This is an optimization exercise on Yosys and OpenROAD, whose aim is small area and a short achievable clock period, not a production implementation.
Function was checked by simulation only, so behaviour that the tests miss may differ from the original.
Power figures rest on the tool's default switching activity, not on a simulated workload.

**design/flow/flow/run.sh**
```bash
#!/bin/bash
# The standard ORFS layout (standard.sh), with these changes to how the
# layout is made:
# - after the standard synthesis, flow/polarity.py picks the polarity of each
#   full adder and xor cell so that fewer inverters are needed (full adders are
#   self-dual; xor2 and xnor2 absorb inversions). Registers, ports and other
#   cells are untouched. Then Yosys re-maps the other combinational cells with
#   ABC (flow/remap.ys), so leftover inverters merge into gates; registers and
#   adders stay. Yosys proves the result equivalent to the standard netlist
#   (flow/equiv.ys); if it cannot, the standard netlist is used as is;
# - repair_timing aims for setup slack beyond the clock's own (SETUP_SLACK_MARGIN),
#   so the layout is optimised for a shorter achieved period;
# - port buffers are a plain buf_2 instead of the resizer's default pick;
# - CTS: clkbuf_16 root, clkbuf_8 leaf buffers, no dummy loads, clusters of at most
#   20 sinks within 60 um.
# The clock period and constraints (constraint.sdc) are the standard flow's, unchanged.
# Logs: make_synth.log, polarity.log, remap.log, equiv.log, make_standard.log here, and
# each ORFS step's log under orfs/logs.
set -euo pipefail
export SETUP_SLACK_MARGIN=9.0
export BUFFER_PORTS_ARGS="-buffer_cell sky130_fd_sc_hd__buf_2"
export CTS_ARGS="-sink_clustering_enable -repair_clock_nets -dont_use_dummy_load -root_buf sky130_fd_sc_hd__clkbuf_16 -buf_list sky130_fd_sc_hd__clkbuf_8 -sink_clustering_size 20 -sink_clustering_max_diameter 60"
RES="$PWD/orfs/results/$FLOW_PLATFORM/top_module/base"
YOSYS="$FLOW_HOME/../tools/install/yosys/bin/yosys"
LIB="$FLOW_HOME/platforms/$FLOW_PLATFORM/lib/sky130_fd_sc_hd__tt_025C_1v80.lib"

bash standard.sh "$RES/1_2_yosys.v" > make_synth.log 2>&1
mkdir -p pol
cp "$RES/1_2_yosys.v" pol/standard.v
cp "$LIB" pol/lib.lib
cp "$FLOW_HOME/scripts/abc_speed.script" flow/abc.constr pol/ 2>/dev/null || cp "$FLOW_HOME/scripts/abc_speed.script" pol/
if python3 flow/polarity.py pol/standard.v pol/polarity.v > polarity.log 2>&1 &&
   (cd pol && "$YOSYS" -s ../flow/remap.ys) > remap.log 2>&1 &&
   cp pol/remap.v pol/netlist.v &&
   (cd pol && "$YOSYS" -s ../flow/equiv.ys) > equiv.log 2>&1; then
  cp pol/netlist.v "$RES/1_2_yosys.v"
  echo "using the optimised netlist" >> polarity.log
else
  echo "using the standard netlist" >> polarity.log
fi
rm -f pol/lib.lib
touch "$RES/1_2_yosys.v"
bash standard.sh > make_standard.log 2>&1
```
**design/flow/flow/abc.constr**
```
set_driving_cell sky130_fd_sc_hd__buf_1
set_load 5
```
**design/flow/flow/equiv.ys**
```
# Proves the optimised netlist (netlist.v) equivalent to the standard synthesis's:
# registers and ports are paired by name, everything else is internal.
read_liberty -ignore_miss_func lib.lib
read_verilog standard.v
rename top_module gold
read_verilog netlist.v
rename top_module gate
flatten gold gate
async2sync
rename -hide gold/w:_*
rename -hide gate/w:_*
equiv_make gold gate equiv
equiv_simple -seq 1
equiv_induct
equiv_status -assert equiv
```
**design/flow/flow/polarity.py**
```python
#!/usr/bin/env python3
"""Choose the polarity of each full-adder cell in a Yosys gate netlist so
that the netlist needs as few inverters as possible.

A full adder is self-dual: FA(~a, ~b, ~c) = (~sum, ~cout). The pass removes
every inverter, picks for each full adder whether it computes the true or the
complemented function (local search on the number of inverters needed), then
puts back one inverter for each signal that some load needs in the other
polarity. Only full adders and inverters change: registers, ports and all other
cells stay as they are, so the netlist's function does not change.

usage: polarity.py IN.v OUT.v
"""
import random
import re
import sys

OUTPINS = {"X", "Y", "Q", "Q_N", "SUM", "COUT", "HI", "LO"}
INV = "sky130_fd_sc_hd__inv_1"

src = open(sys.argv[1]).read()
ports = set()
for d in re.finditer(r"^\s*(input|output)\s+(\[(\d+):(\d+)\]\s*)?(\S+?);", src, re.M):
    name = d.group(5)
    if d.group(2):
        hi, lo = int(d.group(3)), int(d.group(4))
        for i in range(min(hi, lo), max(hi, lo) + 1):
            ports.add(f"{name}[{i}]")
    else:
        ports.add(name)

inst_re = re.compile(r"(\(\*[^\n]*\*\)\s*\n\s*)?(sky130_fd_sc_hd__\w+)\s+(\S+)\s*\((.*?)\);\n", re.S)
pin_re = re.compile(r"\.(\w+)\((\\\S+ |[^()]*)\)")
cells, order = {}, []
first = last = None
for mm in inst_re.finditer(src):
    typ, name, body = mm.group(2), mm.group(3), mm.group(4)
    pins = {}
    for p, n in pin_re.findall(body):
        n = n.strip()
        pins[p] = n if n else None
    cells[name] = [typ, pins]
    order.append(name)
    if first is None:
        first = mm.start()
    last = mm.end()
head = re.sub(r"\(\*[^\n]*\*\)\s*\n\s*$", "", src[:first])
tail = src[last:]

def is_inv(c):
    return "__inv_" in cells[c][0]

def is_fa(c):
    return re.search(r"__fa_\d+$", cells[c][0]) is not None

def is_xor(c):
    return re.search(r"__x(n)?or2_\d+$", cells[c][0]) is not None

drv = {}
for c, (t, pins) in cells.items():
    for p, n in pins.items():
        if n is not None and p in OUTPINS:
            drv[n] = (c, p)

def root(n):
    """(root net, parity) of net n through inverter chains."""
    par = 0
    while n in drv and is_inv(drv[n][0]):
        n = cells[drv[n][0]][1]["A"]
        par ^= 1
    return n, par

# loads: (cell, pin, root, parity needed relative to the root's true value)
loads = []
for c, (t, pins) in cells.items():
    if is_inv(c):
        continue
    for p, n in pins.items():
        if n is None or p in OUTPINS:
            continue
        r, q = root(n)
        loads.append((c, p, r, q))
# output ports read from nets: a port net driven through inverters
port_loads = []
for n in ports:
    if n in drv and is_inv(drv[n][0]):
        r, q = root(n)
        port_loads.append((n, r, q))

fas = [c for c in cells if is_fa(c) or is_xor(c)]
fa_idx = {c: i for i, c in enumerate(fas)}
roots = {}
for (c, p, r, q) in loads:
    roots.setdefault(r, []).append((c, p, q))
for (n, r, q) in port_loads:
    roots.setdefault(r, []).append((None, n, q))

def provided(r, flip):
    d = drv.get(r)
    if d and d[0] in fa_idx:
        return flip[fa_idx[d[0]]]
    return 0

def need(c, p, q, flip):
    if c is not None and c in fa_idx:
        if is_xor(c):
            return None          # an xor absorbs either polarity
        if p in ("A", "B", "CIN"):
            return q ^ flip[fa_idx[c]]
    return q

def rcost(r, flip):
    pi = provided(r, flip)
    for (c, p, q) in roots[r]:
        nd = need(c, p, q, flip)
        if nd is not None and nd != pi:
            return 1
    return 0

# roots touched by each fa (its outputs and its inputs' roots)
touch = [set() for _ in fas]
for r, ls in roots.items():
    d = drv.get(r)
    if d and d[0] in fa_idx:
        touch[fa_idx[d[0]]].add(r)
    for (c, p, q) in ls:
        if c is not None and c in fa_idx:
            touch[fa_idx[c]].add(r)

def total(flip):
    return sum(rcost(r, flip) for r in roots)

def local(flip):
    improved = True
    while improved:
        improved = False
        for i in range(len(fas)):
            before = sum(rcost(r, flip) for r in touch[i])
            flip[i] ^= 1
            after = sum(rcost(r, flip) for r in touch[i])
            if after < before:
                improved = True
            elif after > before:
                flip[i] ^= 1
            # equal: keep the flip to move along plateaus only sometimes
            elif random.random() < 0.5:
                flip[i] ^= 1
    return flip

random.seed(1)
n_inv0 = sum(1 for c in cells if is_inv(c))
best = [0] * len(fas)
best_cost = total(best)
start_cost = best_cost
for it in range(200):
    flip = list(best)
    for _ in range(random.randint(1, 6)):
        flip[random.randrange(len(fas))] ^= 1
    flip = local(flip)
    cst = total(flip)
    if cst < best_cost:
        best, best_cost = flip, cst

# rebuild: drop all inverters, re-add one per root that needs it
for c in [c for c in cells if is_inv(c)]:
    del cells[c]
k = [0]
def fresh(prefix):
    k[0] += 1
    return f"_pol{prefix}{k[0]}_"
newnets = []
for i, f in enumerate(fas):
    if best[i]:
        pins = cells[f][1]
        for p in ("SUM", "COUT"):
            pass  # outputs keep their nets; the nets now carry the complement
xor_d = {}
for r, ls in roots.items():
    pi = provided(r, best)
    inv_net = None
    for (c, p, q) in ls:
        nd = need(c, p, q, best)
        if nd is None:
            xor_d[c] = xor_d.get(c, 0) ^ pi ^ q
            nd = pi
        if nd == pi:
            net = r
        else:
            if inv_net is None:
                inv_net = fresh("n")
                newnets.append(inv_net)
                name = fresh("i")
                cells[name] = [INV, {"A": r, "Y": inv_net}]
                order.append(name)
            net = inv_net
        if c is None:
            # an output port read through inverters: drive the port net itself
            pass
        else:
            cells[c][1][p] = net
# output ports that were driven by inverters: make the port net the inverter's output
for (n, r, q) in port_loads:
    pi = provided(r, best)
    if q == pi:
        name = fresh("b")
        cells[name] = ["sky130_fd_sc_hd__buf_1", {"A": r, "X": n}]
    else:
        name = fresh("i")
        cells[name] = [INV, {"A": r, "Y": n}]
    order.append(name)

for c in fas:
    if is_xor(c):
        t = cells[c][0]
        t0 = 1 if "__xnor2_" in t else 0
        tn = t0 ^ best[fa_idx[c]] ^ xor_d.get(c, 0)
        size = t.rsplit("_", 1)[1]
        cells[c][0] = f"sky130_fd_sc_hd__{'xnor2' if tn else 'xor2'}_{size}"
        pins = cells[c][1]
        outnet = pins.pop("X", None) or pins.pop("Y", None)
        pins["Y" if tn else "X"] = outnet

wires = "".join(f"  wire {n};\n" for n in newnets)
idx = head.find("  wire ")
head = head[:idx] + wires + head[idx:]
def fmt(n):
    if n is None:
        return ""
    return n + " " if n.startswith("\\") else n
out = [head]
for c in order:
    if c not in cells:
        continue
    t, pins = cells[c]
    body = ",\n".join(f"    .{p}({fmt(n)})" for p, n in pins.items())
    out.append(f"  {t} {c} (\n{body}\n  );\n")
out.append(tail)
open(sys.argv[2], "w").write("".join(out))
n_inv1 = sum(1 for c in cells if is_inv(c))
print(f"polarity: {len(fas)} full adders and xors, inverters {n_inv0} -> {n_inv1} "
      f"(cost {start_cost} -> {best_cost})", file=sys.stderr)
```
**design/flow/flow/remap.ys**
```
# Re-maps the combinational cells of flow/polarity.py's netlist with ABC, so
# the inverters left next to the full adders can merge into other gates.
# Registers, full and half adders stay as they are.
read_liberty -ignore_miss_func lib.lib
read_verilog polarity.v
hierarchy -top top_module
blackbox sky130_fd_sc_hd__fa_* sky130_fd_sc_hd__ha_* sky130_fd_sc_hd__df*
flatten
rename -hide w:*.*
opt_clean -purge
abc -script abc_speed.script -liberty lib.lib -D 12.5 -constr abc.constr -dont_use sky130_fd_sc_hd__probe_p_8 -dont_use sky130_fd_sc_hd__probec_p_8 -dont_use sky130_fd_sc_hd__lpflow_*
opt_clean -purge
splitnets
opt_clean -purge
stat -liberty lib.lib
write_verilog -noattr -noexpr -nohex -nodec remap.v
```
**design/flow/standard.sh**
```bash
#!/bin/bash
# synth_recipe.tcl (not shown) runs the flow's synth.tcl, then flattens the netlist and writes it again
# the make line also repeats each setting of config.mk as NAME=value (left out here)
make -C /OpenROAD-flow-scripts/flow DESIGN_CONFIG=/design/flow/config.mk WORK_HOME=/design/flow/orfs CLKGATE_MAP_FILE= SYNTH_SCRIPT=/design/flow/synth_recipe.tcl "${@:-finish}"
```
**design/flow/config.mk**
```make
export PLATFORM = sky130hd
export DESIGN_NAME = top_module
export DESIGN_NICKNAME = top_module
export VERILOG_FILES = /design/flow/design.v
export SDC_FILE = /design/flow/constraint.sdc
export NUM_CORES = 4
export LEC_CHECK = 0
export CAP_MARGIN = 20
export CORE_MARGIN = 2
export CORE_UTILIZATION = 45
export SLEW_MARGIN = 20
```
**design/flow/constraint.sdc**
```tcl
create_clock -name core_clock -period 12.5 [get_ports {clk}]
set_input_delay 2.5000 -clock core_clock [delete_from_list [all_inputs] [get_ports {clk}]]
set_output_delay 2.5000 -clock core_clock [all_outputs]
set_load 0.01 [all_outputs]
```
**design/flow/design.v**
```verilog
module top_module (
    input wire clk,
    input wire reset,
    input wire signed [15:0] x_in,
    input wire signed [15:0] d_in,
    output wire signed [15:0] y_out
);
    reg [15:0] d0;                  
    reg [15:0] dl [1:15];           
    reg        p1, n1;              
    reg        p16, n16;            
    reg [15:0] rz;
    reg [15:1] rp, rn;
    reg [4:1]  cz, cp, cn;          
    reg [15:0] y;
    reg        ep, en;              
    reg        kp, kn;              
    reg [3:0]  cnt;                 
    reg        v15;                 
    integer i;
    wire [15:0] d15 = v15 ? dl[15] : 16'd0;
    wire        p15 = (|d15) & ~d15[15];
    wire        n15 = d15[15];
    function [15:0] add16(input [15:0] a, input [15:0] b, input ci);
        reg [15:0] p, g, gg, pp;
        integer k, st;
        begin
            p = a ^ b;
            g = a & b;
            gg = g;
            pp = p;
            gg[0] = g[0] | (p[0] & ci);
            for (st = 1; st < 16; st = st * 2)
                for (k = 2 * st - 1; k < 16; k = k + 2 * st) begin
                    gg[k] = gg[k] | (pp[k] & gg[k-st]);
                    pp[k] = pp[k] & pp[k-st];
                end
            for (st = 4; st >= 1; st = st / 2)
                for (k = 3 * st - 1; k < 16; k = k + 2 * st) begin
                    gg[k] = gg[k] | (pp[k] & gg[k-st]);
                    pp[k] = pp[k] & pp[k-st];
                end
            add16 = p ^ {gg[14:0], ci};
        end
    endfunction
    function [4:0] rip(input [3:0] a, input [3:0] b, input ci, input integer n);
        reg [4:0] c;
        integer k;
        begin
            c = 5'd0;
            c[0] = ci;
            for (k = 0; k < n; k = k + 1)
                c[k+1] = (a[k] & b[k]) | (a[k] & c[k]) | (b[k] & c[k]);
            rip = {c[n], (a ^ b ^ c[3:0])};
        end
    endfunction
    function [19:0] acc(input [15:0] r, input [4:1] rc, input [15:0] x,
                        input s);
        reg [15:0] a;
        reg [4:0]  b0, b1, b2, b3, b4;
        begin
            a = x ^ {16{s}};
            b0 = rip({1'b0, r[2:0]}, {1'b0, a[2:0]}, s, 3);
            b1 = rip({1'b0, r[5:3]}, {1'b0, a[5:3]}, rc[1], 3);
            b2 = rip({1'b0, r[8:6]}, {1'b0, a[8:6]}, rc[2], 3);
            b3 = rip({1'b0, r[11:9]}, {1'b0, a[11:9]}, rc[3], 3);
            b4 = rip(r[15:12], a[15:12], rc[4], 4);
            acc = {b3[4], b2[4], b1[4], b0[4],
                   b4[3:0], b3[2:0], b2[2:0], b1[2:0], b0[2:0]};
        end
    endfunction
    wire [15:0] rpf = {rp, rz[0]};
    wire [15:0] rnf = {rn, rz[0]};
    wire [19:0] vp  = acc(rpf, cp, d0, ~p1);
    wire [19:0] vn  = acc(rnf, cn, d0, ~n1);
    wire [19:0] vz  = acc(rz, cz, d0, 1'b1);
    wire [19:0] rpn = acc(vp[15:0], vp[19:16], d15, p16);
    wire [19:0] rnn = acc(vn[15:0], vn[19:16], d15, n16);
    wire [19:0] rzn = acc(vz[15:0], vz[19:16], d15, 1'b0);
    wire [19:0] vk = kp ? vp : (kn ? vn : vz);
    wire [15:0] yn = vk[15:0] + {3'd0, vk[19], 2'd0, vk[18], 2'd0, vk[17], 2'd0, vk[16], 3'd0};
    wire        eneg = add16(d_in, ~y, 1'b1) >> 15;    
    wire        enz  = |(d_in ^ y);                   
    always @(posedge clk or posedge reset) begin
        if (reset) begin
            d0  <= 16'd0;
            p1  <= 1'b0;
            n1  <= 1'b0;
            p16 <= 1'b0;
            n16 <= 1'b0;
            rz  <= 16'd0;
            rp  <= 15'd0;
            rn  <= 15'd0;
            cz  <= 4'd0;
            cp  <= 4'd0;
            cn  <= 4'd0;
            y   <= 16'd0;
            ep  <= 1'b0;
            en  <= 1'b0;
            kp  <= 1'b0;
            kn  <= 1'b0;
            cnt <= 4'd0;
            v15 <= 1'b0;
        end else begin
            d0  <= x_in;
            p1  <= (|d0) & ~d0[15];
            n1  <= d0[15];
            p16 <= p15;
            n16 <= n15;
            rz  <= rzn[15:0];
            rp  <= rpn[15:1];
            rn  <= rnn[15:1];
            cz  <= rzn[19:16];
            cp  <= rpn[19:16];
            cn  <= rnn[19:16];
            y   <= yn;
            ep  <= enz & ~eneg;
            en  <= eneg;
            kp  <= ep;
            kn  <= en;
            if (!v15) cnt <= cnt + 4'd1;
            if (cnt == 4'd14) v15 <= 1'b1;
        end
    end
    always @(posedge clk) begin
        dl[1] <= d0;
        for (i = 2; i < 16; i = i + 1)
            dl[i] <= dl[i-1];
    end
    assign y_out = y;
endmodule
```
==> impl_metrics.toml, run 1 <==
[timing]
setup_viol = 0
maxSlewHeadroom = 0.415
min_period_ps = 3570
worst_pin_slew_ps = 872
slew_viol_final = 0
rsz0062_at_grt = "yes"
fmax_ghz = 0.280
hold_viol = 0
tns_ps = 0
fin_skew_ps = 50.1
post-route-period-util = 0.285

[pwr]
vdd_drop_max_v = 0.000107
power.density_nw_per_um2 = 272
power.leakage_nw = 5.44
finalPower_mw = 3.47

[floorplan]
core_area_um2 = 25000
die-width_um = 163
start_util = 0.457
die_y_um = 163
dieArea_um2 = 26700
pin_count = 50
rows = 58

[routing]
vias_per_cell = 4.64
ant_nets = 0
wl_per_cell_um = 17.1
drt-total-wl_mm = 20.1
dr_total_vias = 5448
drt_iter0_drc = 262
first_pass_iters = 4
drc = 0

[final_layout]
finalNonFillerCells = 1175
num_antenna_cells = 0
drive_above_1_share = 0.189
layout.nets = 989
area_growth_pct = 11.8
fill_cells = 2134

[yosys]
synthesis.nets = 902
syn-mean-instance-area_um2 = 15.0
syn_inst = 760
yosys_warnings = 2
synthesis.area_um2 = 11400

[placement]
hpwlAfterDp_mm = 13.9
place_inst = 1128
port_buffers = 49
gp_congestion = 0.863

[clock_tree]
insertion_delay_ps = 510
root_buffer = "clkbuf_16"
cts_max_path_buffers = 3
cts_made_buffers = 25
path_clk_slew_ps = 110
ctsHoldBuffers = 0
cts_tree = "yes"
clock-sinks = 343
htree_levels = 1

[global_route]
grt_util_all_layers = 0.160
antenna_found_initial = 0
grt_max_degree = 64
grt_pass1_vias = 6168
overflow = 0
grt_first_pass_wirelength_mm = 32.9

[min_path]
whs_endpoint = "dl[5][0]"
hp-class = "flip-flop to flip-flop"
min_from = "dl[4][0]"
min_path_cells = 0

[setup_path]
crit-reg2reg-capture = "rp[15]"
worstSetupStartpointType = "flip-flop"
crit_start = "y[15]"
r2r-start = "d0[9]"
end_kind = "primary output"
critical-path-max-stage-delay_ps = 410
cp_cell_sequence = "buf_2"
cp_top_family = "flip-flops"
crit_arrival_ps = 1070
rr_worst_depth = 11
critPathBufInv = 1
cp_max_fo = 2
crit_type = "flip-flop to primary output"
crit_slowest_cell = "dfrtp_1"
reg2reg_setup_slack_ps = 8950
required_ps = 10000

[job]
drv_cap = 0

[outcome]
status = "finished clean"
==> per-layer routing <==
layer  global-route usage  share of wire
met2                0.258           0.47
met3               0.0267          0.054
met4               0.0523          0.027
met1                0.222           0.44
met5                    0              0
==> timing repair <==
| action | 4_1_cts | 5_1_grt |
|---|---|---|
| endpoints found under the setup margin | 108 | 39 |
| setup buffers | 12 | 9 |
| resized for setup | 13 | 22 |
| cloned | 0 | 1 |
| pin swaps | 3 | 9 |
==> sequential cells by signal, summed over array words and instances (netlist names), 4 cells and up <==
signal,flops
cn,4
d0,16
cz,4
cnt,4
dl,240
rz,16
rp,15
rn,15
y,16
cp,4
==> placed cells by master (no fill, tap or decap), types with 4 or more instances in the layout <==
master / instances
inv_1: 51
ha_1: 26
dfxtp_1: 240
buf_2: 49
nor2_1: 6
fa_1: 55
nor4_1: 6
xor2_1: 14
dfrtp_1: 98
mux2i_4: 5
mux2_4: 4
fa_2: 24
clkbuf_8: 22
o21ai_0: 20
nor3_1: 4
buf_4: 24
mux2i_1: 15
a21oi_1: 9
nand2b_1: 10
nand2_1: 34
xnor2_1: 77
==> worst max path at each step <==
stage	end	slack, ps	depth (start not counted)
2_1_floorplan	cn[1]	8770	1
3_3_place_gp	d0[0]	8420	3
3_5_place_dp	d0[0]	8360	3
4_1_cts	rn[15]	8830	11
5_1_grt	rn[15]	8800	11
6_report	y_out[15]	8930	1
==> final cells by class <==
class	count	area (um2)	share of cell area
sequential	343	7390	0.579
multi-input combinational	348	3920	0.307
timing repair buffer	76	468	0.0366
tap	330	413	0.0323
clock buffer	25	378	0.0296
inverter	52	199	0.0156
timing repair inverter	1	5.00	0.000392
==> power breakdown <==
part	switching, mW	internal [mW]	leakage (nW)
logic	0.810	0.737	2.04
clock network	0.310	0.202	0.195
registers	0.102	1.31	3.21
==> per-stage QoR <==
stage / utilization / area (um2) / setup slack, ps / hold WS (ps)
after global routing: 0.510 / 12800 / 8800 / 281
after floorplan: - / 11500 / 8770 / 310
after CTS: 0.505 / 12600 / 8830 / 281
final: 0.510 / 12800 / 8930 / 282
after global placement: 0.484 / 12100 / 8420 / 310
after detailed placement: 0.484 / 12100 / 8360 / 312
==> inputs of run 2 (changes only) <==
--- a/design/flow/flow/remap.ys
+++ b/design/flow/flow/remap.ys
@@ -8,7 +8,7 @@
 flatten
 rename -hide w:*.*
 opt_clean -purge
-abc -script abc_speed.script -liberty lib.lib -D 12.5 -constr abc.constr -dont_use sky130_fd_sc_hd__probe_p_8 -dont_use sky130_fd_sc_hd__probec_p_8 -dont_use sky130_fd_sc_hd__lpflow_*
+abc -script abc_speed.script -liberty lib.lib -D 3000 -dont_use sky130_fd_sc_hd__probe_p_8 -dont_use sky130_fd_sc_hd__probec_p_8 -dont_use sky130_fd_sc_hd__lpflow_*
 opt_clean -purge
 splitnets
 opt_clean -purge
removed: design/flow/flow/abc.constr
==> impl_metrics.toml, run 2 <==
[timing]
hold_viol = 0
min_period_ps = 3540
setup_viol = 0
fin_hold_ws_ps = 299
fin_skew_ps = 54.2
rsz0062_at_grt = "yes"
maxSlewHeadroom = 0.325
post-route-period-util = 0.284
fin_ws_ps = 8960
worst_pin_slew_ps = 1010
fmax_ghz = 0.282
slew_viol_final = 0
tns_ps = 0

[final_layout]
area_growth_pct = 13.6
multi_input_area_um2 = 3940
layout_common_cells = "dfxtp_1, dfrtp_1, xnor2_1"
largest-register = "dl"
num_antenna_cells = 0
finalNonFillerCells = 1181
stdcell_area_um2 = 12900
layout.nets = 995
utilization = 0.515
seq_area_um2 = 7390
drive_above_1_share = 0.204
fill_cells = 2136
largest_reg_flops = 240
final_common_cell = "dfxtp_1"

[clock_tree]
insertion_delay_ps = 500
cts_made_buffers = 24
htree_levels = 1
cts_tree = "yes"
clock-sinks = 343
root_buffer = "clkbuf_16"
path_clk_slew_ps = 110
cts_max_path_buffers = 3

[global_route]
antenna_found_initial = 0
grt_pass1_vias = 6216
grt_max_degree = 65
grt_first_pass_wirelength_mm = 32.5
overflow = 0
grt_util_all_layers = 0.160

[setup_path]
r2r-start = "n1"
cp_max_fo = 2
critPathBufInv = 1
rr_worst_depth = 13
required_ps = 10000
crit_arrival_ps = 1040
crit_type = "flip-flop to primary output"
crit_slowest_cell = "dfrtp_1"
reg2reg_setup_slack_ps = 8960
cp_cell_sequence = "buf_2"
crit-reg2reg-capture = "y[15]"
cp_top_family = "flip-flops"
critical-path-max-stage-delay_ps = 410
end_kind = "primary output"
worstSetupStartpointType = "flip-flop"

[floorplan]
die_y_um = 163
rows = 58
dieArea_um2 = 26500
core_area_um2 = 25000
pin_count = 50
start_util = 0.454
die-width_um = 163

[placement]
hpwlAfterDp_mm = 14.0
gp_congestion = 0.874
place_inst = 1127
dpl-instance-area_um2 = 12100
port_buffers = 49
dp_worst_setup_slack_ps = 8280

[yosys]
syn-mean-instance-area_um2 = 15.2
yosys_warnings = 2
synthesis.area_um2 = 11300
syn_inst = 743
synthesis.nets = 885

[routing]
first_pass_iters = 4
top_layer = "met4"
wl_met1_mm = 9.03
drt-total-wl_mm = 19.9
ant_nets = 0
routed-wl-met3_um = 833
vias_per_cell = 4.60
wl_per_cell_um = 16.8
dr_total_vias = 5434
drc = 0
dr_wl_met2_mm = 9.60
drt_iter0_drc = 213

[pwr]
power.leakage_nw = 5.48
finalPower_mw = 3.50
vdd_drop_max_v = 0.000126
power.density_nw_per_um2 = 272

[outcome]
status = "finished clean"

[min_path]
min_from = "dl[14][2]"
hp-class = "flip-flop to flip-flop"
whs_endpoint = "dl[15][2]"
min_path_cells = 0

[job]
drv_cap = 0
run 2: what timing repair did:
item / in CTS / in global routing
endpoints found under the setup margin: 101 / 56
pin swaps: 14 / 20
cloned: 0 / 1
buffers inserted: 17 / 12
gates resized for setup: 21 / 21
hold buffers: 0 / 0
run 2: cell type report:
class / instances / area share
inverter: 52 / 0.0155
sequential: 343 / 0.575
multi-input combinational: 348 / 0.306
timing repair buffer: 83 / 0.0429
tap: 330 / 0.0321
timing repair inverter: 1 / 0.000389
clock buffer: 24 / 0.0283
run 2: worst max path at each step:
| stage | cells past startpoint | to | slack [ps] | from |
|---|---|---|---|---|
| 2_1_floorplan | 1 | n1 | 8660 | reset |
| 3_3_place_gp | 3 | n1 | 8370 | reset |
| 3_5_place_dp | 3 | n1 | 8280 | reset |
| 4_1_cts | 13 | y[15] | 8850 | n1 |
| 5_1_grt | 13 | y[15] | 8820 | n1 |
| 6_report | 1 | y_out[5] | 8960 | y[5] |
run 2: per-layer routing:
metal / vias to the layer above / track usage
met4: 0 / 0.0434
met5: - / 0
met2: 110 / 0.270
met1: 2739 / 0.216
li1: 2551 / -
met3: 34 / 0.0252
run 2: report_power, final:
group / switching [mW] / leakage, nW / internal [mW]
logic: 0.809 / 2.09 / 0.777
clock network: 0.309 / 0.188 / 0.195
registers: 0.103 / 3.21 / 1.31
total: 1.22 / 5.48 / 2.28
==> inputs of run 3 (changes only) <==
==> design/flow/flow/run.sh (replaced) <==
#!/bin/bash
# The standard ORFS layout (standard.sh), with these changes to how the
# layout is made:
# - after the standard synthesis, flow/polarity.py picks the polarity of each
#   full adder and xor cell so that fewer inverters are needed (full adders are
#   self-dual; xor2 and xnor2 absorb inversions). Registers, ports and other
#   cells are untouched. Yosys proves the result equivalent to the standard
#   netlist (flow/equiv.ys); if it cannot, the standard netlist is used as is;
# - repair_timing aims for setup slack beyond the clock's own (SETUP_SLACK_MARGIN),
#   so the layout is optimised for a shorter achieved period;
# - port buffers are a plain buf_2 instead of the resizer's default pick;
# - CTS: clkbuf_16 root, clkbuf_8 leaf buffers, no dummy loads, clusters of at most
#   20 sinks within 60 um.
# The clock period and constraints (constraint.sdc) are the standard flow's, unchanged.
# Logs: make_synth.log, polarity.log, equiv.log, make_standard.log here, and
# each ORFS step's log under orfs/logs.
set -euo pipefail
export SETUP_SLACK_MARGIN=9.3
export BUFFER_PORTS_ARGS="-buffer_cell sky130_fd_sc_hd__buf_2"
export CTS_ARGS="-sink_clustering_enable -repair_clock_nets -dont_use_dummy_load -root_buf sky130_fd_sc_hd__clkbuf_16 -buf_list sky130_fd_sc_hd__clkbuf_8 -sink_clustering_size 20 -sink_clustering_max_diameter 60"
RES="$PWD/orfs/results/$FLOW_PLATFORM/top_module/base"
YOSYS="$FLOW_HOME/../tools/install/yosys/bin/yosys"
LIB="$FLOW_HOME/platforms/$FLOW_PLATFORM/lib/sky130_fd_sc_hd__tt_025C_1v80.lib"

bash standard.sh "$RES/1_2_yosys.v" > make_synth.log 2>&1
mkdir -p pol
cp "$RES/1_2_yosys.v" pol/standard.v
cp "$LIB" pol/lib.lib
if python3 flow/polarity.py pol/standard.v pol/polarity.v > polarity.log 2>&1 &&
   (cd pol && "$YOSYS" -s ../flow/equiv.ys) > equiv.log 2>&1; then
  cp pol/polarity.v "$RES/1_2_yosys.v"
  echo "using the polarity netlist" >> polarity.log
else
  echo "using the standard netlist" >> polarity.log
fi
rm -f pol/lib.lib
touch "$RES/1_2_yosys.v"
bash standard.sh > make_standard.log 2>&1
==> design/flow/flow/equiv.ys (replaced) <==
# Proves flow/polarity.py's netlist equivalent to the standard synthesis's:
# registers and ports are paired by name, everything else is internal.
read_liberty -ignore_miss_func lib.lib
read_verilog standard.v
rename top_module gold
read_verilog polarity.v
rename top_module gate
flatten gold gate
async2sync
rename -hide gold/w:_*
rename -hide gate/w:_*
equiv_make gold gate equiv
equiv_simple -seq 1
equiv_induct
equiv_status -assert equiv
removed: design/flow/flow/remap.ys
==> impl_metrics.toml, run 3 <==
[outcome]
status = "finished clean"

[timing]
min_period_ps = 3530
worst_pin_slew_ps = 905
hold_viol = 0
post-route-period-util = 0.283
tns_ps = 0
setup_viol = 0
maxSlewHeadroom = 0.391
fin_skew_ps = 62.4
fmax_ghz = 0.283
rsz0062_at_grt = "yes"
slew_viol_final = 0

[global_route]
grt_util_all_layers = 0.151
grt_pass1_vias = 5981
grt_max_degree = 74
antenna_found_initial = 0
overflow = 0
grt_first_pass_wirelength_mm = 31.0

[clock_tree]
cts_tree = "yes"
ctsHoldBuffers = 0
clock-sinks = 343
htree_levels = 1
cts_made_buffers = 24
insertion_delay_ps = 510
root_buffer = "clkbuf_16"
path_clk_slew_ps = 110
cts_max_path_buffers = 3

[routing]
drc = 0
vias_per_cell = 4.55
dr_total_vias = 5624
first_pass_iters = 4
drt_iter0_drc = 176
drt-total-wl_mm = 19.4
wl_per_cell_um = 15.7
ant_nets = 0

[setup_path]
reg2reg_setup_slack_ps = 8970
crit_arrival_ps = 1030
end_kind = "primary output"
cp_cell_sequence = "buf_2"
cp_top_family = "flip-flops"
worstSetupStartpointType = "flip-flop"
crit_slowest_cell = "dfrtp_1"
critPathBufInv = 1
r2r-start = "p1"
required_ps = 10000
cp_max_fo = 2
crit_type = "flip-flop to primary output"
crit_start = "y[10]"
crit-reg2reg-capture = "rp[15]"
rr_worst_depth = 10
critical-path-max-stage-delay_ps = 390

[placement]
hpwlAfterDp_mm = 13.5
port_buffers = 49
place_inst = 1165
gp_congestion = 0.770

[pwr]
power.leakage_nw = 5.70
power.density_nw_per_um2 = 274
vdd_drop_max_v = 0.000147

[floorplan]
pin_count = 50
rows = 58
dieArea_um2 = 26900
die_y_um = 164
start_util = 0.458
core_area_um2 = 25200
die-width_um = 164

[yosys]
yosys_warnings = 2
synthesis.nets = 938
syn-mean-instance-area_um2 = 14.5
synthesis.area_um2 = 11500
syn_inst = 796

[final_layout]
layout.nets = 1051
drive_above_1_share = 0.247
final_common_cell = "dfxtp_1"
area_growth_pct = 15.2
layout_common_cells = "dfxtp_1, dfrtp_1, xnor2_1, inv_1, fa_2"
finalNonFillerCells = 1237
largest-register = "dl"
num_antenna_cells = 0
largest_reg_flops = 240

[min_path]
min_from = "dl[5][2]"
min_path_cells = 0
hp-class = "flip-flop to flip-flop"
whs_endpoint = "dl[6][2]"

[job]
drv_cap = 0
run 3: through the flow:
stage	worst slack, ps	power [mW]	area, um2	util	hold slack, ps
floorplan	8770	2.56	11600	-	310
finish	8970	3.64	13300	0.528	303
detailed placement	8410	2.94	12200	0.486	312
global route	8830	3.96	13300	0.528	309
global placement	8390	2.90	12200	0.486	310
CTS	8930	3.63	13100	0.521	307
run 3: cell type report:
class / count / area [um2]
clock buffer: 24 / 364
fill: 2110 / 11900
inverter: 71 / 270
multi-input combinational: 366 / 4140
sequential: 343 / 7390
tap: 330 / 413
timing repair buffer: 102 / 699
timing repair inverter: 1 / 5.00
run 3: routing by layer:
layer	part of all wire	up-vias	track usage	wire length, um
li1	-	2716	-	-
met5	0	-	0	0
met1	0.45	2791	0.200	8690
met3	0.047	32	0.0374	908
met4	0.025	0	0.0399	478
met2	0.48	85	0.249	9320
run 3: report_power, final:
part / leakage, nW / switching [mW] / internal (mW)
Clock: 0.188 / 0.305 / 0.195
Sequential: 3.21 / 0.0975 / 1.31
Combinational: 2.30 / 0.879 / 0.847
run 3: what timing repair did:
item | in CTS | in global routing
gates cloned | 0 | 1
endpoints found under the setup margin | 131 | 116
pin swaps | 34 | 30
setup buffers | 35 | 12
gates resized for setup | 72 | 16
run 3: worst max path at each step:
| stage | end | slack, ps | cells after the start |
|---|---|---|---|
| final | y_out[10] | 8970 | 1 |
| after global routing | rp[15] | 8830 | 10 |
| after CTS | y_out[10] | 8930 | 1 |
| after detailed placement | d0[4] | 8410 | 3 |
| after global placement | d0[4] | 8390 | 3 |
| after floorplan | cn[1] | 8770 | 1 |
==> inputs of run 4 (changes only) <==
--- a/design/flow/flow/run.sh
+++ b/design/flow/flow/run.sh
@@ -15,7 +15,7 @@
 # Logs: make_synth.log, polarity.log, equiv.log, make_standard.log here, and
 # each ORFS step's log under orfs/logs.
 set -euo pipefail
-export SETUP_SLACK_MARGIN=9.3
+export SETUP_SLACK_MARGIN=9.0
 export BUFFER_PORTS_ARGS="-buffer_cell sky130_fd_sc_hd__buf_2"
 export CTS_ARGS="-sink_clustering_enable -repair_clock_nets -dont_use_dummy_load -root_buf sky130_fd_sc_hd__clkbuf_16 -buf_list sky130_fd_sc_hd__clkbuf_8 -sink_clustering_size 20 -sink_clustering_max_diameter 60"
 RES="$PWD/orfs/results/$FLOW_PLATFORM/top_module/base"
--- a/design/flow/config.mk
+++ b/design/flow/config.mk
@@ -8,4 +8,5 @@
 export CAP_MARGIN = 20
 export CORE_MARGIN = 2
 export CORE_UTILIZATION = 45
+export PLACE_DENSITY = 0.75
 export SLEW_MARGIN = 20
==> impl_metrics.toml, run 4 <==
[pwr]
internal-power_mw = 2.32
vdd_drop_max_v = 0.000122
p_comb_frac = 0.475
power_frac_seq = 0.388
clkPwrFrac = 0.137
finalPower_mw = 3.63
power.leakage_nw = 5.59
p_sw_frac = 0.359
switchingPower_mw = 1.30
power.density_nw_per_um2 = 279

[timing]
slew_viol_final = 0
maxSlewHeadroom = 0.365
setup_viol = 0
fmax_ghz = 0.284
worst_pin_slew_ps = 947
min_period_ps = 3530
hold_viol = 0
tns_ps = 0
post-route-period-util = 0.282
fin_skew_ps = 40.4
rsz0062_at_grt = "yes"

[floorplan]
core_area_um2 = 25200
dieArea_um2 = 26900
start_util = 0.458
rows = 58
die-width_um = 164
pin_count = 50
die_y_um = 164

[final_layout]
largest-register = "dl"
layout_common_cells = "dfxtp_1, dfrtp_1, xnor2_1, inv_1, fa_1"
num_antenna_cells = 0
utilization = 0.516
layout.nets = 1026
largest_reg_flops = 240
area_growth_pct = 12.7
drive_above_1_share = 0.195
final_common_cell = "dfxtp_1"
fill_cells = 2071

[global_route]
grt_pass1_vias = 5854
grt_first_pass_wirelength_mm = 30.3
grt_util_all_layers = 0.145
antenna_found_initial = 1
grt_max_degree = 66
overflow = 0

[routing]
drt-total-wl_mm = 19.0
wl_per_cell_um = 15.7
dr_total_vias = 5636
drc = 0
ant_nets = 0
vias_per_cell = 4.65
drt_iter0_drc = 230
first_pass_iters = 4

[clock_tree]
cts_tree = "yes"
path_clk_slew_ps = 120
clock-sinks = 343
cts_made_buffers = 23
htree_levels = 1
cts_max_path_buffers = 3
root_buffer = "clkbuf_16"
insertion_delay_ps = 510

[setup_path]
critical-path-max-stage-delay_ps = 390
crit_slowest_cell = "dfrtp_1"
worstSetupStartpointType = "flip-flop"
cp_top_family = "flip-flops"
crit_arrival_ps = 1030
cp_max_fo = 2
required_ps = 10000
crit_type = "flip-flop to primary output"
cp_cell_sequence = "buf_2"
critPathBufInv = 1
end_kind = "primary output"

[job]
drv_cap = 0

[placement]
gp_congestion = 0.842
port_buffers = 49
hpwlAfterDp_mm = 13.1

[outcome]
status = "finished clean"

[min_path]
hp-class = "flip-flop to flip-flop"

[yosys]
synthesis.nets = 938
syn_inst = 796
synthesis.area_um2 = 11500
yosys_warnings = 2
syn-mean-instance-area_um2 = 14.5
run 4: worst paths after layout:
path | startpoint | endpoint | slack, ps | cells past startpoint
max in group asynchronous | reset | p1 | 9450 | 3
min | dl[13][10] | dl[14][10] | 310 | 0
max reg2reg | d0[9] | rp[15] | 8970 | 10
min in group asynchronous | reset | d0[1] | 2090 | 2
min reg2reg | dl[13][10] | dl[14][10] | 310 | 0
max | y[14] | y_out[14] | 8970 | 1
run 4: metrics by stage:
step	hold slack, ps	setup slack, ps	instances	cell area (um2)
2_1_floorplan	310	8770	796	11600
4_1_cts	309	8870	1198	12700
6_report	306	8970	1212	13000
3_5_place_dp	312	8410	1163	12200
3_3_place_gp	310	8430	1163	12200
5_1_grt	306	8860	1212	13000
run 4: power by group through the flow:
stage	registers (mW)	clock network, mW	logic [mW]
6_report	1.41	0.498	1.72
5_1_grt	1.43	0.556	1.95
4_1_cts	1.41	0.519	1.58
3_5_place_dp	1.43	0	1.50
3_3_place_gp	1.43	0	1.42
2_1_floorplan	1.42	0	1.13
run 4: area by class of cell:
class,instances,area [um2],area share
Inverter,71,270,0.0208
Multi-Input combinational cell,366,4070,0.313
Timing Repair Buffer,78,503,0.0387
Timing Repair inverter,1,5.00,0.000385
Sequential cell,343,7390,0.569
Clock buffer,23,350,0.0269
Tap cell,330,413,0.0318
run 4: layer usage:
layer | share of wire | global-route usage
met1 | 0.47 | 0.209
met2 | 0.45 | 0.224
met3 | 0.060 | 0.0278
met4 | 0.021 | 0.0427
met5 | 0 | 0
run 4: what timing repair did:
item                                    CTS  global route
gates resized for setup                  25            42
gates cloned                              0             1
endpoints found under the setup margin  107            31
buffers inserted                         12            13
hold buffers                              0             0
pin swaps                                 6            28
hold endpoints to repair                  0             0
==> inputs of run 5 (changes only) <==
--- a/design/flow/flow/run.sh
+++ b/design/flow/flow/run.sh
@@ -15,7 +15,7 @@
 # Logs: make_synth.log, polarity.log, equiv.log, make_standard.log here, and
 # each ORFS step's log under orfs/logs.
 set -euo pipefail
-export SETUP_SLACK_MARGIN=9.0
+export SETUP_SLACK_MARGIN=8.95
 export BUFFER_PORTS_ARGS="-buffer_cell sky130_fd_sc_hd__buf_2"
 export CTS_ARGS="-sink_clustering_enable -repair_clock_nets -dont_use_dummy_load -root_buf sky130_fd_sc_hd__clkbuf_16 -buf_list sky130_fd_sc_hd__clkbuf_8 -sink_clustering_size 20 -sink_clustering_max_diameter 60"
 RES="$PWD/orfs/results/$FLOW_PLATFORM/top_module/base"
--- a/design/flow/config.mk
+++ b/design/flow/config.mk
@@ -8,5 +8,4 @@
 export CAP_MARGIN = 20
 export CORE_MARGIN = 2
 export CORE_UTILIZATION = 45
-export PLACE_DENSITY = 0.75
 export SLEW_MARGIN = 20
==> impl_metrics.toml, run 5 <==
[final_layout]
area_growth_pct = 11.9
final_common_cell = "dfxtp_1"
num_antenna_cells = 0
layout.nets = 1022
finalNonFillerCells = 1208
layout_common_cells = "dfxtp_1, dfrtp_1, xnor2_1"
drive_above_1_share = 0.181
largest-register = "dl"
largest_reg_flops = 240

[setup_path]
crit_path_end = "y_out[0]"
rr_worst_depth = 10
critPathBufInv = 1
cp_max_fo = 2
cp_cell_sequence = "buf_6"
critical-path-max-stage-delay_ps = 420
crit_slowest_cell = "dfrtp_1"
end_kind = "primary output"
cp_num_cells = 1
crit_arrival_ps = 1060
worstSetupStartpointType = "flip-flop"
reg2reg_setup_slack_ps = 8960
cp_top_family = "flip-flops"
r2r-start = "p1"
crit_type = "flip-flop to primary output"
crit_start = "y[0]"
crit-reg2reg-capture = "rp[15]"
required_ps = 10000

[global_route]
gr-max-usage-layer = "met2"
grt_util_all_layers = 0.158
grt_first_pass_wirelength_mm = 32.3
antenna_found_initial = 0
grtUsageMet3 = 0.0245
use_met2 = 0.246
overflow = 0
globalRouteMet1Util = 0.228
grt_max_degree = 71
grt_pass1_vias = 5959

[routing]
ant_nets = 0
vias_per_cell = 4.63
wl_per_cell_um = 16.4
drc = 0
first_pass_iters = 4
drt-total-wl_mm = 19.8
dr_total_vias = 5599
drt_iter0_drc = 221

[timing]
post-route-period-util = 0.285
rsz0062_at_grt = "yes"
fmax_ghz = 0.281
maxSlewHeadroom = 0.452
fin_hold_ws_ps = 280
worst_pin_slew_ps = 820
fin_ws_ps = 8940
slew_viol_final = 0
hold_viol = 0
tns_ps = 0
setup_viol = 0
fin_skew_ps = 56.2
min_period_ps = 3560

[clock_tree]
root_buffer = "clkbuf_16"
htree_levels = 1
clock-sinks = 343
cts_made_buffers = 24
path_clk_slew_ps = 120
insertion_delay_ps = 510
cts_max_path_buffers = 3
cts_tree = "yes"

[yosys]
syn_inst = 796
syn-mean-instance-area_um2 = 14.5
yosys_warnings = 2
synthesis.area_um2 = 11500
synthesis.nets = 938

[job]
drv_cap = 0

[floorplan]
die-width_um = 164
core_area_um2 = 25200
pin_count = 50
die_y_um = 164
dieArea_um2 = 26900
rows = 58
start_util = 0.458

[pwr]
power.leakage_nw = 5.56
vdd_drop_max_v = 0.000118
power.density_nw_per_um2 = 276

[min_path]
hp-class = "flip-flop to flip-flop"

[placement]
gp_congestion = 0.787
dp_worst_setup_slack_ps = 8290
hpwlAfterDp_mm = 13.7
place_inst = 1165
port_buffers = 49

[outcome]
status = "finished clean"
==> run 5: what timing repair did <==
action / in CTS / in global routing
endpoints found under the setup margin: 104 / 27
buffers inserted: 11 / 8
resized for setup: 19 / 35
pin swaps: 6 / 23
hold buffers: 0 / 0
==> run 5: report_power, final <==
group	internal, mW	leakage [nW]	switching [mW]	total, mW
clock	0.195	0.188	0.308	0.503
sequential	1.31	3.21	0.0996	1.41
combinational	0.777	2.17	0.876	1.65
==> run 5: metrics by stage <==
| step | total power, mW | util | cell area [um2] |
|---|---|---|---|
| floorplan | 2.55 | - | 11600 |
| global placement | 2.91 | 0.485 | 12200 |
| detailed placement | 2.95 | 0.485 | 12200 |
| CTS | 3.51 | 0.505 | 12700 |
| global route | 3.89 | 0.513 | 12900 |
| finish | 3.57 | 0.513 | 12900 |
==> run 5: layer usage <==
layer / up-vias / wire (um) / share of wire
li1: 2660 / - / -
met1: 2788 / 9470 / 0.48
met3: 31 / 885 / 0.045
met2: 120 / 8970 / 0.45
met4: 0 / 472 / 0.024
met5: - / 0 / 0
==> run 5: final cells by class <==
class / instances / area [um2]
well taps: 330 / 413
inverters: 71 / 270
repair buffers: 74 / 484
flip-flops and latches: 343 / 7390
multi-input cells: 366 / 3980
fillers: 2169 / 12300
clock buffers: 24 / 364
==> run 5: worst min path at each step <==
stage          slack [ps]  startpoint  cells past startpoint    endpoint
6_report              280    dl[1][5]                      0    dl[2][5]
3_3_place_gp          310  dl[12][13]                      0  dl[13][13]
5_1_grt               290    dl[1][5]                      0    dl[2][5]
2_1_floorplan         310    dl[9][0]                      0   dl[10][0]
4_1_cts               280    dl[1][5]                      0    dl[2][5]
3_5_place_dp          310   dl[1][15]                      0   dl[2][15]
==> inputs of run 6 (changes only) <==
--- a/design/flow/flow/run.sh
+++ b/design/flow/flow/run.sh
@@ -15,7 +15,7 @@
 # Logs: make_synth.log, polarity.log, equiv.log, make_standard.log here, and
 # each ORFS step's log under orfs/logs.
 set -euo pipefail
-export SETUP_SLACK_MARGIN=8.95
+export SETUP_SLACK_MARGIN=8.85
 export BUFFER_PORTS_ARGS="-buffer_cell sky130_fd_sc_hd__buf_2"
 export CTS_ARGS="-sink_clustering_enable -repair_clock_nets -dont_use_dummy_load -root_buf sky130_fd_sc_hd__clkbuf_16 -buf_list sky130_fd_sc_hd__clkbuf_8 -sink_clustering_size 20 -sink_clustering_max_diameter 60"
 RES="$PWD/orfs/results/$FLOW_PLATFORM/top_module/base"
==> impl_metrics.toml, run 6 <==
[outcome]
status = "finished clean"

[final_layout]
fill_cells = 2174
largest_reg_flops = 240
layout.nets = 1014
final_common_cell = "dfxtp_1"
num_antenna_cells = 0
finalNonFillerCells = 1200
seq_area_um2 = 7390
multi_input_area_um2 = 3900
layout_common_cells = "dfxtp_1, dfrtp_1, xnor2_1"
drive_above_1_share = 0.149
area_growth_pct = 10.2
largest-register = "dl"

[clock_tree]
cts_tree = "yes"
clock-sinks = 343
path_clk_slew_ps = 100
cts_made_buffers = 24
ctsHoldBuffers = 0
cts_max_path_buffers = 3
insertion_delay_ps = 510
htree_levels = 1
root_buffer = "clkbuf_16"

[floorplan]
die_y_um = 164
die-width_um = 164
dieArea_um2 = 26900
pin_count = 50
rows = 58
core_area_um2 = 25200
start_util = 0.458

[yosys]
synthesis.area_um2 = 11500
syn_inst = 796
syn-mean-instance-area_um2 = 14.5
yosys_warnings = 2
synthesis.nets = 938

[timing]
setup_viol = 0
hold_viol = 0
tns_ps = 0
min_period_ps = 3600
maxSlewHeadroom = 0.547
worst_pin_slew_ps = 679
fin_hold_ws_ps = 302
fmax_ghz = 0.278
rsz0062_at_grt = "yes"
fin_ws_ps = 8900
post-route-period-util = 0.288
fin_skew_ps = 50.2
slew_viol_final = 0

[setup_path]
crit_arrival_ps = 4000
rr_worst_depth = 10
cp_max_fo = 2
reg2reg_setup_slack_ps = 8900
r2r-start = "p1"
required_ps = 12900
end_kind = "flip-flop"
worstSetupStartpointType = "flip-flop"
crit-reg2reg-capture = "rp[15]"
crit_type = "flip-flop to flip-flop"

[routing]
dr_total_vias = 5502
first_pass_iters = 4
vias_per_cell = 4.59
drt_iter0_drc = 227
ant_nets = 0
drc = 0
drt-total-wl_mm = 19.4
wl_per_cell_um = 16.1

[min_path]
min_path_cells = 0
hp-class = "flip-flop to flip-flop"
whs_endpoint = "dl[6][13]"
min_from = "dl[5][13]"

[pwr]
power.density_nw_per_um2 = 271
power.leakage_nw = 5.50
vdd_drop_max_v = 0.000119

[placement]
port_buffers = 49
hpwlAfterDp_mm = 13.7
gp_congestion = 0.831
dp_worst_setup_slack_ps = 8280
place_inst = 1167

[global_route]
antenna_found_initial = 0
grt_pass1_vias = 5860
grt_util_all_layers = 0.154
overflow = 0
grt_max_degree = 58
grt_first_pass_wirelength_mm = 31.5

[job]
drv_cap = 0
==> run 6: worst max-delay path: stages, from the launching register on <==
cell and delay (ps):
dfrtp_4 520, xnor2_2 150, fa_2 350, fa_2 370, fa_2 380, fa_2 360
fa_2 410, fa_1 440, xnor2_1 180, xor2_1 200, xor2_1 160
==> run 6: layer usage <==
layer  vias to the layer above  routed length [um]  global-route usage
met1                      2711                9200               0.220
met2                       114                8720               0.241
met5                         -                   0                   0
li1                       2644                   -                   -
met3                        33                 793              0.0258
met4                         0                 634              0.0542
==> run 6: worst max path at each step <==
stage,to,depth (start not counted),slack (ps),from
global route,rp[15],10,8780,d0[9]
global placement,rp[15],10,8360,p1
floorplan,cn[1],1,8770,reset
detailed placement,rp[15],10,8280,p1
finish,rp[15],10,8900,p1
CTS,rp[15],10,8800,d0[9]
==> run 6: through the flow <==
step	total power [mW]	cell area [um2]	util
global placement	2.90	12200	0.485
global route	3.77	12700	0.505
floorplan	2.55	11600	-
finish	3.45	12700	0.505
detailed placement	2.94	12200	0.485
CTS	3.48	12600	0.502
==> run 6: final cells by class <==
cell class / count / area share
inverter: 71 / 0.0213
clock buffer: 24 / 0.0286
multi-input combinational: 366 / 0.306
sequential: 343 / 0.581
timing repair buffer: 66 / 0.0302
tap: 330 / 0.0325
==> run 6: repair_timing <==
action	4_1_cts	5_1_grt
endpoints found under the setup margin	15	15
buffers inserted	5	4
resized for setup	13	14
pin swaps	4	12
==> run 6: report_power, final <==
group / total (mW) / leakage (nW) / internal [mW] / switching, mW
combinational: 1.54 / 2.10 / 0.708 / 0.833
sequential: 1.41 / 3.21 / 1.31 / 0.0954
clock: 0.505 / 0.188 / 0.195 / 0.309
total: 3.45 / 5.50 / 2.21 / 1.24
==> inputs of run 7 (changes only) <==
--- a/design/flow/flow/run.sh
+++ b/design/flow/flow/run.sh
@@ -15,7 +15,7 @@
 # Logs: make_synth.log, polarity.log, equiv.log, make_standard.log here, and
 # each ORFS step's log under orfs/logs.
 set -euo pipefail
-export SETUP_SLACK_MARGIN=8.85
+export SETUP_SLACK_MARGIN=9.0
 export BUFFER_PORTS_ARGS="-buffer_cell sky130_fd_sc_hd__buf_2"
 export CTS_ARGS="-sink_clustering_enable -repair_clock_nets -dont_use_dummy_load -root_buf sky130_fd_sc_hd__clkbuf_16 -buf_list sky130_fd_sc_hd__clkbuf_8 -sink_clustering_size 20 -sink_clustering_max_diameter 60"
 RES="$PWD/orfs/results/$FLOW_PLATFORM/top_module/base"
==> impl_metrics.toml, run 7 <==
[setup_path]
crit_start = "y[14]"
end_kind = "primary output"
cp_max_fo = 2
r2r-start = "p1"
critical-path-max-stage-delay_ps = 400
cp_cell_sequence = "buf_2"
cp_top_family = "flip-flops"
crit_slowest_cell = "dfrtp_1"
worstSetupStartpointType = "flip-flop"
required_ps = 10000
crit_arrival_ps = 1040
critPathBufInv = 1
crit_type = "flip-flop to primary output"

[routing]
vias_per_cell = 4.55
drt_iter0_drc = 257
ant_nets = 0
wl_per_cell_um = 16.0
drt-total-wl_mm = 19.4
drc = 0
dr_total_vias = 5497
first_pass_iters = 4

[pwr]
internal-power_mw = 2.28
finalPower_mw = 3.56
power_frac_seq = 0.397
clkPwrFrac = 0.144
p_sw_frac = 0.359
power.leakage_nw = 5.54
power.density_nw_per_um2 = 276
p_comb_frac = 0.459
switchingPower_mw = 1.28
vdd_drop_max_v = 0.000133

[clock_tree]
cts_max_path_buffers = 3
path_clk_slew_ps = 100
root_buffer = "clkbuf_16"
clock-sinks = 343
insertion_delay_ps = 510
cts_tree = "yes"
htree_levels = 1
cts_made_buffers = 25

[global_route]
overflow = 0
antenna_found_initial = 2
grt_util_all_layers = 0.155
grt_max_degree = 57
grt_first_pass_wirelength_mm = 31.9
grt_pass1_vias = 5878

[yosys]
synthesis.nets = 938
syn-mean-instance-area_um2 = 14.5
synthesis.area_um2 = 11500
yosys_warnings = 2
syn_inst = 796

[job]
drv_cap = 0

[placement]
port_buffers = 49
hpwlAfterDp_mm = 13.8
gp_congestion = 0.793

[final_layout]
largest_reg_flops = 240
largest-register = "dl"
fill_cells = 2152
layout.nets = 1021
final_common_cell = "dfxtp_1"
layout_common_cells = "dfxtp_1, dfrtp_1, xnor2_1"
area_growth_pct = 11.6
utilization = 0.511
drive_above_1_share = 0.178
num_antenna_cells = 0

[min_path]
hp-class = "flip-flop to flip-flop"
min_from = "dl[13][8]"

[timing]
fmax_ghz = 0.283
worst_pin_slew_ps = 676
fin_hold_ws_ps = 274
min_period_ps = 3540
slew_viol_final = 0
setup_viol = 0
maxSlewHeadroom = 0.549
rsz0062_at_grt = "yes"
fin_skew_ps = 67.1
tns_ps = 0
hold_viol = 0
post-route-period-util = 0.283

[floorplan]
start_util = 0.458
core_area_um2 = 25200
die_y_um = 164
pin_count = 50
die-width_um = 164
dieArea_um2 = 26900
rows = 58

[outcome]
status = "finished clean"
run 7: layout make-up:
type | instances | area [um2] | share of cell area
sequential | 343 | 7390 | 0.574
multi-input combinational | 366 | 3970 | 0.308
timing repair buffer | 72 | 453 | 0.0352
tap | 330 | 413 | 0.0321
clock buffer | 25 | 378 | 0.0293
inverter | 71 | 270 | 0.0210
run 7: final timing paths:
path / to / slack [ps] / cells past startpoint
max: y_out[14] / 8960 / 1
min: dl[14][8] / 270 / 0
max reg2reg: rp[15] / 9070 / 10
min reg2reg: dl[14][8] / 270 / 0
max in group asynchronous: rn[5] / 9310 / 4
min in group asynchronous: rp[11] / 2200 / 3
run 7: power by group through the flow:
stage	combinational (mW)	sequential (mW)	clock (mW)
after floorplan	1.13	1.42	0
after global placement	1.48	1.44	0
after detailed placement	1.52	1.44	0
after CTS	1.59	1.41	0.541
after global routing	1.88	1.44	0.583
final	1.63	1.41	0.513
run 7: repair_timing:
action	in CTS	in global routing
pin swaps	12	11
setup endpoints to repair	47	27
hold buffers	0	0
buffers inserted	13	3
gates resized for setup	22	26
run 7: stage by stage:
step	cell area, um2	setup slack, ps	std cells
CTS	12800	8910	1204
global placement	12200	8430	1166
floorplan	11600	8770	796
detailed placement	12200	8340	1166
global route	12900	8910	1207
finish	12900	8960	1207
run 7: per-layer routing:
| metal | GRT usage | vias to the layer above | wire (um) |
|---|---|---|---|
| met4 | 0.0335 | 0 | 210 |
| met2 | 0.244 | 103 | 8730 |
| met5 | 0 | - | 0 |
| li1 | - | 2653 | - |
| met1 | 0.227 | 2724 | 9510 |
| met3 | 0.0258 | 17 | 913 |
run 7: worst register-to-register path, cell delays in order, from the launching register on:
cell and delay, ps:
dfrtp_4 520, xnor2_1 160, fa_2 350, fa_2 380, fa_2 390, fa_2 380
fa_2 350, fa_2 360, xnor2_2 140, xor2_1 170, xor2_1 150
==> inputs of run 8 (changes only) <==
--- a/design/flow/flow/run.sh
+++ b/design/flow/flow/run.sh
@@ -15,7 +15,7 @@
 # Logs: make_synth.log, polarity.log, equiv.log, make_standard.log here, and
 # each ORFS step's log under orfs/logs.
 set -euo pipefail
-export SETUP_SLACK_MARGIN=9.0
+export SETUP_SLACK_MARGIN=8.9
 export BUFFER_PORTS_ARGS="-buffer_cell sky130_fd_sc_hd__buf_2"
 export CTS_ARGS="-sink_clustering_enable -repair_clock_nets -dont_use_dummy_load -root_buf sky130_fd_sc_hd__clkbuf_16 -buf_list sky130_fd_sc_hd__clkbuf_8 -sink_clustering_size 20 -sink_clustering_max_diameter 60"
 RES="$PWD/orfs/results/$FLOW_PLATFORM/top_module/base"
==> impl_metrics.toml, run 8 <==
[outcome]
status = "finished clean"

[timing]
hold_viol = 0
fin_hold_ws_ps = 300
fmax_ghz = 0.282
rsz0062_at_grt = "yes"
slew_viol_final = 0
fin_ws_ps = 8950
fin_skew_ps = 55.2
setup_viol = 0
maxSlewHeadroom = 0.519
worst_pin_slew_ps = 720
tns_ps = 0
min_period_ps = 3550
post-route-period-util = 0.284

[floorplan]
core_area_um2 = 25200
rows = 58
die-width_um = 164
die_y_um = 164
start_util = 0.458
dieArea_um2 = 26900
pin_count = 50

[global_route]
grt_first_pass_wirelength_mm = 31.0
grt_pass1_vias = 5700
antenna_found_initial = 0
overflow = 0
grt_max_degree = 73
grt_util_all_layers = 0.151

[routing]
wl_per_cell_um = 16.0
drc = 0
drt_iter0_drc = 277
ant_nets = 0
drt-total-wl_mm = 19.2
dr_total_vias = 5504
vias_per_cell = 4.57
first_pass_iters = 6

[placement]
hpwlAfterDp_mm = 13.6
place_inst = 1165
dp_worst_setup_slack_ps = 8310
gp_congestion = 0.790
port_buffers = 49
dpl-instance-area_um2 = 12200

[final_layout]
largest_reg_flops = 240
area_growth_pct = 10.7
stdcell_area_um2 = 12800
drive_above_1_share = 0.165
largest-register = "dl"
utilization = 0.507
final_common_cell = "dfxtp_1"
layout_common_cells = "dfxtp_1, dfrtp_1, xnor2_1"
finalNonFillerCells = 1204
num_antenna_cells = 0
layout.nets = 1018

[clock_tree]
htree_levels = 1
cts_tree = "yes"
clock-sinks = 343
cts_made_buffers = 24
cts_max_path_buffers = 3
root_buffer = "clkbuf_16"
path_clk_slew_ps = 110
insertion_delay_ps = 500

[pwr]
power.density_nw_per_um2 = 275
power.leakage_nw = 5.51
finalPower_mw = 3.51
vdd_drop_max_v = 0.000113

[yosys]
syn_inst = 796
synthesis.nets = 938
yosys_warnings = 2
syn-mean-instance-area_um2 = 14.5
synthesis.area_um2 = 11500

[setup_path]
required_ps = 10000
worstSetupStartpointType = "flip-flop"
cp_num_cells = 1
critical-path-max-stage-delay_ps = 410
rr_worst_depth = 10
cp_max_fo = 2
crit_type = "flip-flop to primary output"
end_kind = "primary output"
cp_cell_sequence = "buf_2"
crit_arrival_ps = 1050
cp_top_family = "flip-flops"
crit_slowest_cell = "dfrtp_1"
critPathBufInv = 1

[job]
drv_cap = 0

[min_path]
hp-class = "flip-flop to flip-flop"
min_path_cells = 0
==> run 8: changes by cell type in the layout (fill, tap and decap cells not counted), sizes merged <==
cell / change
buf: -3
==> run 8: what timing repair did <==
| item | CTS | global route |
|---|---|---|
| resized for setup | 12 | 25 |
| endpoints found under the setup margin | 95 | 13 |
| pin swaps | 4 | 20 |
| setup buffers | 8 | 7 |
| hold buffers | 0 | 0 |
==> run 8: power breakdown <==
part	internal (mW)	switching [mW]	total, mW
logic	0.752	0.855	1.61
clock network	0.195	0.303	0.498
registers	1.31	0.0969	1.41
==> run 8: final cells by class <==
| type | count | area, um2 |
|---|---|---|
| Fill cell | 2181 | 12400 |
| Sequential cell | 343 | 7390 |
| Multi-Input combinational cell | 366 | 3920 |
| Tap cell | 330 | 413 |
| Timing Repair Buffer | 70 | 409 |
| Clock buffer | 24 | 364 |
| Inverter | 71 | 270 |
==> run 8: path summary, 6_finish.rpt <==
check                           from        end  slack (ps)
max in group asynchronous      reset         n1        9230
min reg2reg                dl[8][13]  dl[9][13]         300
max reg2reg                       p1     rp[15]        8980
min                        dl[8][13]  dl[9][13]         300
max                             y[0]   y_out[0]        8950
min in group asynchronous      reset      y[14]        2120
==> run 8: metal layers <==
layer / vias up / track usage / wire, um
met4: 0 / 0.0339 / 259
li1: 2653 / - / -
met2: 93 / 0.234 / 8670
met3: 19 / 0.0265 / 810
met1: 2739 / 0.225 / 9470
met5: - / 0 / 0
==> inputs of run 9 (changes only) <==
--- a/design/flow/config.mk
+++ b/design/flow/config.mk
@@ -7,5 +7,5 @@
 export LEC_CHECK = 0
 export CAP_MARGIN = 20
 export CORE_MARGIN = 2
-export CORE_UTILIZATION = 45
+export CORE_UTILIZATION = 52
 export SLEW_MARGIN = 20
==> impl_metrics.toml, run 9 <==
[clock_tree]
ctsHoldBuffers = 0
clock-sinks = 343
htree_levels = 1
path_clk_slew_ps = 120
cts_made_buffers = 24
root_buffer = "clkbuf_16"
insertion_delay_ps = 510
cts_tree = "yes"
cts_max_path_buffers = 3

[pwr]
vdd_drop_max_v = 0.000115
internal-power_mw = 2.25
switchingPower_mw = 1.27
power.leakage_nw = 5.51
clkPwrFrac = 0.144
power_frac_seq = 0.400
power.density_nw_per_um2 = 277
p_sw_frac = 0.361
p_comb_frac = 0.456

[timing]
worst_pin_slew_ps = 760
rsz0062_at_grt = "yes"
min_period_ps = 3530
slew_viol_final = 0
tns_ps = 0
fin_skew_ps = 54.6
maxSlewHeadroom = 0.489
post-route-period-util = 0.283
hold_viol = 0
setup_viol = 0
fin_ws_ps = 8970
fmax_ghz = 0.283

[setup_path]
crit_type = "flip-flop to flip-flop"
cp_max_fo = 16
required_ps = 12860
worstSetupStartpointType = "flip-flop"
end_kind = "flip-flop"
reg2reg_setup_slack_ps = 8970
crit_arrival_ps = 3890

[final_layout]
largest_reg_flops = 240
drive_above_1_share = 0.159
area_growth_pct = 10.0
layout_common_cells = "dfxtp_1, dfrtp_1, xnor2_1"
layout.nets = 1014
stdcell_area_um2 = 12700
final_common_cell = "dfxtp_1"
num_antenna_cells = 0
largest-register = "dl"
fill_cells = 1747

[floorplan]
core_area_um2 = 21800
die_y_um = 153
start_util = 0.529
die-width_um = 153
rows = 54
dieArea_um2 = 23400
pin_count = 50

[yosys]
syn-mean-instance-area_um2 = 14.5
synthesis.nets = 938
syn_inst = 796
synthesis.area_um2 = 11500
yosys_warnings = 2

[global_route]
grt_pass1_vias = 6236
grt_first_pass_wirelength_mm = 33.1
grt_max_degree = 61
overflow = 0
grt_util_all_layers = 0.179
antenna_found_initial = 0

[routing]
wl_per_cell_um = 17.2
drc = 0
drt_iter0_drc = 199
ant_nets = 0
vias_per_cell = 4.92
first_pass_iters = 4
dr_total_vias = 5655
drt-total-wl_mm = 19.8

[placement]
dp_worst_setup_slack_ps = 8350
port_buffers = 49
dpl-instance-area_um2 = 12100
hpwlAfterDp_mm = 14.3
gp_congestion = 0.795

[min_path]
hp-class = "flip-flop to flip-flop"

[outcome]
status = "finished clean"

[job]
drv_cap = 0
==> run 9: critical path, cell delays in order (launching register included) <==
cell	delay (ps)
dfrtp_1	400
buf_8	180
xnor2_1	160
fa_1	410
fa_1	440
fa_1	560
mux2i_1	110
o21ai_1	470
nor3b_1	100
a221o_1	270
a211o_1	270
==> run 9: per-layer routing <==
layer,wire length [um],global-route usage,share of wire,vias up
met2,9640,0.292,0.49,97
li1,-,-,-,2642
met5,0,0,0,-
met4,516,0.0542,0.026,0
met1,8770,0.250,0.44,2880
met3,830,0.0295,0.042,36
==> run 9: what timing repair did <==
item	in CTS	in global routing
endpoints found under the setup margin	31	10
setup buffers	6	3
resized for setup	15	20
pin swaps	6	14
==> run 9: metrics by stage <==
| stage | hold slack, ps | cells | utilization | total power, mW |
|---|---|---|---|---|
| 2_1_floorplan | 310 | 796 | - | 2.55 |
| 3_3_place_gp | 310 | 1116 | 0.557 | 2.91 |
| 3_5_place_dp | 312 | 1116 | 0.557 | 2.97 |
| 4_1_cts | 285 | 1146 | 0.577 | 3.53 |
| 5_1_grt | 280 | 1150 | 0.582 | 3.83 |
| 6_report | 283 | 1150 | 0.582 | 3.52 |
==> run 9: power by group through the flow <==
| stage | clock (mW) | combinational [mW] | sequential [mW] |
|---|---|---|---|
| after floorplan | 0 | 1.13 | 1.42 |
| after global placement | 0 | 1.48 | 1.43 |
| after detailed placement | 0 | 1.54 | 1.43 |
| after CTS | 0.531 | 1.59 | 1.41 |
| after global routing | 0.576 | 1.82 | 1.43 |
| final | 0.506 | 1.61 | 1.41 |
==> run 9: final cells by class <==
| class | instances | area (um2) | area share |
|---|---|---|---|
| clock buffers | 24 | 364 | 0.0287 |
| flip-flops and latches | 343 | 7390 | 0.582 |
| well taps | 280 | 350 | 0.0276 |
| repair buffers | 66 | 397 | 0.0312 |
| inverters | 71 | 270 | 0.0213 |
| multi-input cells | 366 | 3920 | 0.309 |
==> run 9: path summary, 6_finish.rpt <==
kind                                   to  startpoint  cells past startpoint
worst max-delay path                y[14]          n1                     10
worst min-delay path            dl[14][8]   dl[13][8]                      0
min in group asynchronous              kp       reset                      2
worst min register to register  dl[14][8]   dl[13][8]                      0
worst max register to register      y[14]          n1                     10
max in group asynchronous           rz[8]       reset                      4

separate check: timing with driven ports:
How much do the figures lean on ideal ports? The routed layouts below were timed once more, with nothing changed but the port constraints.
Step 1: set_driving_cell puts a clkbuf_16 on clk and a buf_2 on each other input, an assumption about the parent block.
Step 2 times the ports against the registers' clock, not the clock port: input delays grow and output delays shrink by t, the midpoint of the rising clock arrivals with the driver on.
Slacks: ideal / step 1 / step 2; pairs: ideal / step 1.
| run | shift t [ns] | setup slack, ns | worst setup path after step 2 |
|---|---|---|---|
| run 1 | 0.528 | 8.934 / 8.888 / 8.530 | input to register |
| run 2 | 0.518 | 8.955 / 8.911 / 8.626 | input to register |
| run 3 | 0.526 | 8.967 / 8.923 / 8.587 | input to register |
| run 4 | 0.532 | 8.973 / 8.929 / 8.534 | input to register |
| run 5 | 0.524 | 8.939 / 8.892 / 8.626 | input to register |
| run 6 | 0.532 | 8.903 / 8.894 / 8.591 | input to register |
| run 7 | 0.522 | 8.963 / 8.919 / 8.601 | input to register |
| run 8 | 0.521 | 8.952 / 8.902 / 8.557 | input to register |
| run 9 | 0.528 | 8.967 / 8.933 / 8.574 | input to register |
After both steps every run listed still meets setup and hold. For run 4, which loses most, drivers alone change the setup slack by -0.044 ns; drivers and shift together by -0.439 ns.
